This is an optimization exercise on Yosys and OpenROAD, whose aim is small area, a short achievable clock period and few clock cycles per item, not a production implementation. Only simulation tests tie the RTL to the original design; equivalence was not proved.

==> job 4761: inputs <==
## ascon_p_serial_multiround
module ascon_p_serial_multiround     
     #(parameter BW = 64) (
         input clk,
         input rstn,
         input en,                        
         input en_inc,                    
         input [2:0] slice_idx,           
         input [BW-1:0] slice_in,         
         output reg [BW-1:0] slice_out,   
         output done                      
     );
    reg  [BW-1:0] x0, x1, x2, x3, x4;
    wire [3:0]    round;
    wire [3:0]    knext;
    wire          adv;
    round_counter round_ctr (
        .clk(clk), .rstn(rstn), .en(en), .inc(en_inc),
        .dout(round), .done(done), .adv(adv), .knext(knext)
    );
    wire [7:0] kadd = {knext, knext};     
    wire [BW-1:0] d0, d1, d2, d3, d4n;    
    genvar i;
    generate
        for (i = 0; i < BW; i = i + 1) begin : g_sbox
            wire b0, b2, t0n, t2n, c0, c1, c2n, c3, e4, b4;
            ascon_xor  XB0(.a(x0[i]), .b(x4[i]), .y(b0));
            ascon_orn  T2 (.a(x3[i]), .b(x4[i]), .y(t2n));           
            if (i >= 4 && i < 8) begin : g_inv
                ascon_xnor XB2(.a(x2[i]), .b(x1[i]), .y(b2));
                ascon_or   T0 (.a(x1[i]), .b(x2[i]), .y(t0n));       
                ascon_c1i  C1 (.x1(x1[i]), .x2n(x2[i]), .x3(x3[i]), .y(c1));
            end else begin : g_pos
                ascon_xor  XB2(.a(x2[i]), .b(x1[i]), .y(b2));
                ascon_orn  T0 (.a(x1[i]), .b(x2[i]), .y(t0n));       
                ascon_c1   C1 (.x1(x1[i]), .x2(x2[i]), .x3(x3[i]), .y(c1));
            end
            ascon_xnor XC0(.a(b0), .b(t0n), .y(c0));                 
            ascon_xor  XC2(.a(b2), .b(t2n), .y(c2n));                
            ascon_c3   C3 (.x0(x0[i]), .x3(x3[i]), .x4(x4[i]), .y(c3));
            ascon_xnor XE4(.a(x3[i]), .b(x0[i]), .y(e4));
            ascon_xor  XB4(.a(x4[i]), .b(x3[i]), .y(b4));
            ascon_muxi C4 (.s(x1[i]), .a(e4), .b(b4), .y(d4n[i]));   
            ascon_xnor XD0(.a(c0), .b(d4n[i]), .y(d0[i]));           
            ascon_xor  XD1(.a(c1), .b(c0), .y(d1[i]));               
  ...
make LEC_CHECK=0 CAP_MARGIN=20 CORE_MARGIN=2 CORE_UTILIZATION=55 SETUP_SLACK_MARGIN=1.9 SLEW_MARGIN=60 SYNTH_HIERARCHICAL=1 SYNTH_MINIMUM_KEEP_SIZE=0 finish   # period 4.2 ns
run.sh (not shown) runs the stock make flow with config.mk's settings and CLKGATE_MAP_FILE= SYNTH_SCRIPT=/design/flow/synth_recipe.tcl, a recipe that flattens the netlist after the stock synthesis.
==> inputs of job 5314, as changes to job 4761 <==
==> flow/flow/run.sh (new file) <==
#!/bin/bash
# Layout flow: the standard ORFS flow (standard.sh, all steps from
# synthesis to the final DEF), with the port buffers made of plain
# sky130_fd_sc_hd__buf_2 cells instead of the delay buffers buffer_ports
# picks by default. Everything ORFS prints goes to run_standard.log here;
# each ORFS step also keeps its own log under orfs/logs/.
set -euo pipefail
export BUFFER_PORTS_ARGS="-buffer_cell sky130_fd_sc_hd__buf_2"
bash standard.sh > run_standard.log 2>&1
==> flow/standard.sh (new file) <==
#!/bin/bash
# synth_recipe.tcl (not shown) runs the flow's synth.tcl, then flattens the netlist and writes it again
# the make line also repeats each setting of config.mk as NAME=value (left out here)
make -C /OpenROAD-flow-scripts/flow DESIGN_CONFIG=/design/flow/config.mk WORK_HOME=/design/flow/orfs CLKGATE_MAP_FILE= SYNTH_SCRIPT=/design/flow/synth_recipe.tcl "${@:-finish}"
--- a/flow/config.mk
+++ b/flow/config.mk
@@ -7,8 +7,12 @@
 export LEC_CHECK = 0
 export CAP_MARGIN = 20
 export CORE_MARGIN = 2
-export CORE_UTILIZATION = 55
-export SETUP_SLACK_MARGIN = 1.9
+export CORE_UTILIZATION = 50
+export CTS_BUF_LIST = sky130_fd_sc_hd__clkbuf_16
+export CTS_CLUSTER_DIAMETER = 85
+export CTS_CLUSTER_SIZE = 25
+export PLACE_DENSITY = 0.72
+export SETUP_SLACK_MARGIN = 1.75
 export SLEW_MARGIN = 60
 export SYNTH_HIERARCHICAL = 1
 export SYNTH_MINIMUM_KEEP_SIZE = 0
removed: flow/run.sh
==> inputs of job 1267, as changes to job 4761 <==
==> flow/flow/run.sh (new file) <==
#!/bin/bash
# Layout flow: the standard ORFS flow (standard.sh, all steps from
# synthesis to the final DEF), with the port buffers made of plain
# sky130_fd_sc_hd__buf_2 cells instead of the delay buffers buffer_ports
# picks by default. Everything ORFS prints goes to run_standard.log here;
# each ORFS step also keeps its own log under orfs/logs/.
set -euo pipefail
export BUFFER_PORTS_ARGS="-buffer_cell sky130_fd_sc_hd__buf_2"
bash standard.sh > run_standard.log 2>&1
==> flow/standard.sh (new file) <==
#!/bin/bash
# synth_recipe.tcl (not shown) runs the flow's synth.tcl, then flattens the netlist and writes it again
# the make line also repeats each setting of config.mk as NAME=value (left out here)
make -C /OpenROAD-flow-scripts/flow DESIGN_CONFIG=/design/flow/config.mk WORK_HOME=/design/flow/orfs CLKGATE_MAP_FILE= SYNTH_SCRIPT=/design/flow/synth_recipe.tcl "${@:-finish}"
--- a/flow/config.mk
+++ b/flow/config.mk
@@ -7,7 +7,12 @@
 export LEC_CHECK = 0
 export CAP_MARGIN = 20
 export CORE_MARGIN = 2
-export CORE_UTILIZATION = 55
+export CORE_UTILIZATION = 50
+export CTS_BUF_LIST = sky130_fd_sc_hd__clkbuf_16
+export CTS_CLUSTER_DIAMETER = 85
+export CTS_CLUSTER_SIZE = 25
+export GPL_TIMING_DRIVEN = 0
+export PLACE_DENSITY = 0.72
 export SETUP_SLACK_MARGIN = 1.9
 export SLEW_MARGIN = 60
 export SYNTH_HIERARCHICAL = 1
removed: flow/run.sh
==> inputs of job 665, as changes to job 4761 <==
==> flow/flow/run.sh (new file) <==
#!/bin/bash
# Layout flow: the standard ORFS flow (standard.sh, all steps from
# synthesis to the final DEF), with the port buffers made of plain
# sky130_fd_sc_hd__buf_2 cells instead of the delay buffers buffer_ports
# picks by default. Everything ORFS prints goes to run_standard.log here;
# each ORFS step also keeps its own log under orfs/logs/.
set -euo pipefail
export BUFFER_PORTS_ARGS="-buffer_cell sky130_fd_sc_hd__buf_2"
bash standard.sh > run_standard.log 2>&1
==> flow/standard.sh (new file) <==
#!/bin/bash
# synth_recipe.tcl (not shown) runs the flow's synth.tcl, then flattens the netlist and writes it again
# the make line also repeats each setting of config.mk as NAME=value (left out here)
make -C /OpenROAD-flow-scripts/flow DESIGN_CONFIG=/design/flow/config.mk WORK_HOME=/design/flow/orfs CLKGATE_MAP_FILE= SYNTH_SCRIPT=/design/flow/synth_recipe.tcl "${@:-finish}"
--- a/flow/config.mk
+++ b/flow/config.mk
@@ -7,7 +7,9 @@
 export LEC_CHECK = 0
 export CAP_MARGIN = 20
 export CORE_MARGIN = 2
-export CORE_UTILIZATION = 55
+export CORE_UTILIZATION = 50
+export GPL_ROUTABILITY_DRIVEN = 0
+export PLACE_DENSITY = 0.72
 export SETUP_SLACK_MARGIN = 1.9
 export SLEW_MARGIN = 60
 export SYNTH_HIERARCHICAL = 1
removed: flow/run.sh
==> run summary <==
- The highest global-route usage belongs to job 4761, the lowest to job 665.
- In job 1267 the register-to-register slack is lower than in job 4761, by 20 ps.
- Job 665 finished clean. Job 4761 finished with timing, DRC and antenna clean. Job 5314 completed without violations. Job 1267 finished clean.
- Between job 665 and job 1267, the lower worst hold slack is in job 1267 (gap 13 ps).
==> figures <==
	job 5314	job 4761	job 1267	job 665
Status	timing/DRC/antenna clean	timing/DRC/antenna clean	timing/DRC/antenna clean	timing/DRC/antenna clean
Maximum cell stage delay along the critical path	540 ps	510 ps	580 ps	1080 ps
Die Ht	238.7 microns	227.7 microns	238.7 microns	238.7 microns
Final area over synthesized area	1.1970x	1.2765x	1.2747x	1.2370x
Critical path arrival	2930 ps	2920 ps	2940 ps	3250 ps
Well tap count	704	664	704	704
Vias in the first global route	22840	24170	23860	23600
ANT cells	0	0	3	0
Relative area of non-clock buffer cells in the final design	4.761%	7.853%	7.394%	4.548%
Fin worst setup slack	1744 ps	1790 ps	1770 ps	1443 ps
Testbench counts of job 4761, summed over its fixed seeds: cycles 6,576, items 384.
Testbench counts of job 5314, summed over its fixed seeds: cycles 6,576, items 384.
Testbench counts of job 1267, summed over its fixed seeds: cycles 6,576, items 384.
Testbench counts of job 665, summed over its fixed seeds: cycles 6,576, items 384.

afterwards: timing with drivers on the ports:
The flow's constraints put no driver on any port. The routed layouts listed below were extracted and timed again, unchanged, in two steps.
Step 1: set_driving_cell puts a clkbuf_16 on clk and a buf_2 on each other input, an assumption about the parent block.
Step 2 moves the port delays by t, midway between the first and last clock arrival at a register: inputs arrive t later, outputs are due t later. That takes back most of the time a late clock gives input paths.
Three values: ideal, step 1, step 2; two values: the first two.
run | shift t [ns] | setup slack, ns | slew at the worst register clock pin (ns) | worst slew at a driven data input, ns
job 4761 | 0.654 | 1.790 / 1.790 / 1.291 | 0.07 / 0.07 | 0.04
job 5314 | 0.667 | 1.744 / 1.744 / 1.413 | 0.11 / 0.11 | 0.07
job 1267 | 0.680 | 1.770 / 1.770 / 1.279 | 0.10 / 0.10 | 0.13
job 665 | 0.676 | 1.443 / 1.443 / 1.341 | 0.07 / 0.07 | 0.07
After both steps every run listed still meets setup and hold. For job 4761, which loses most, drivers alone change the setup slack by 0.000 ns; drivers and shift together by -0.499 ns.
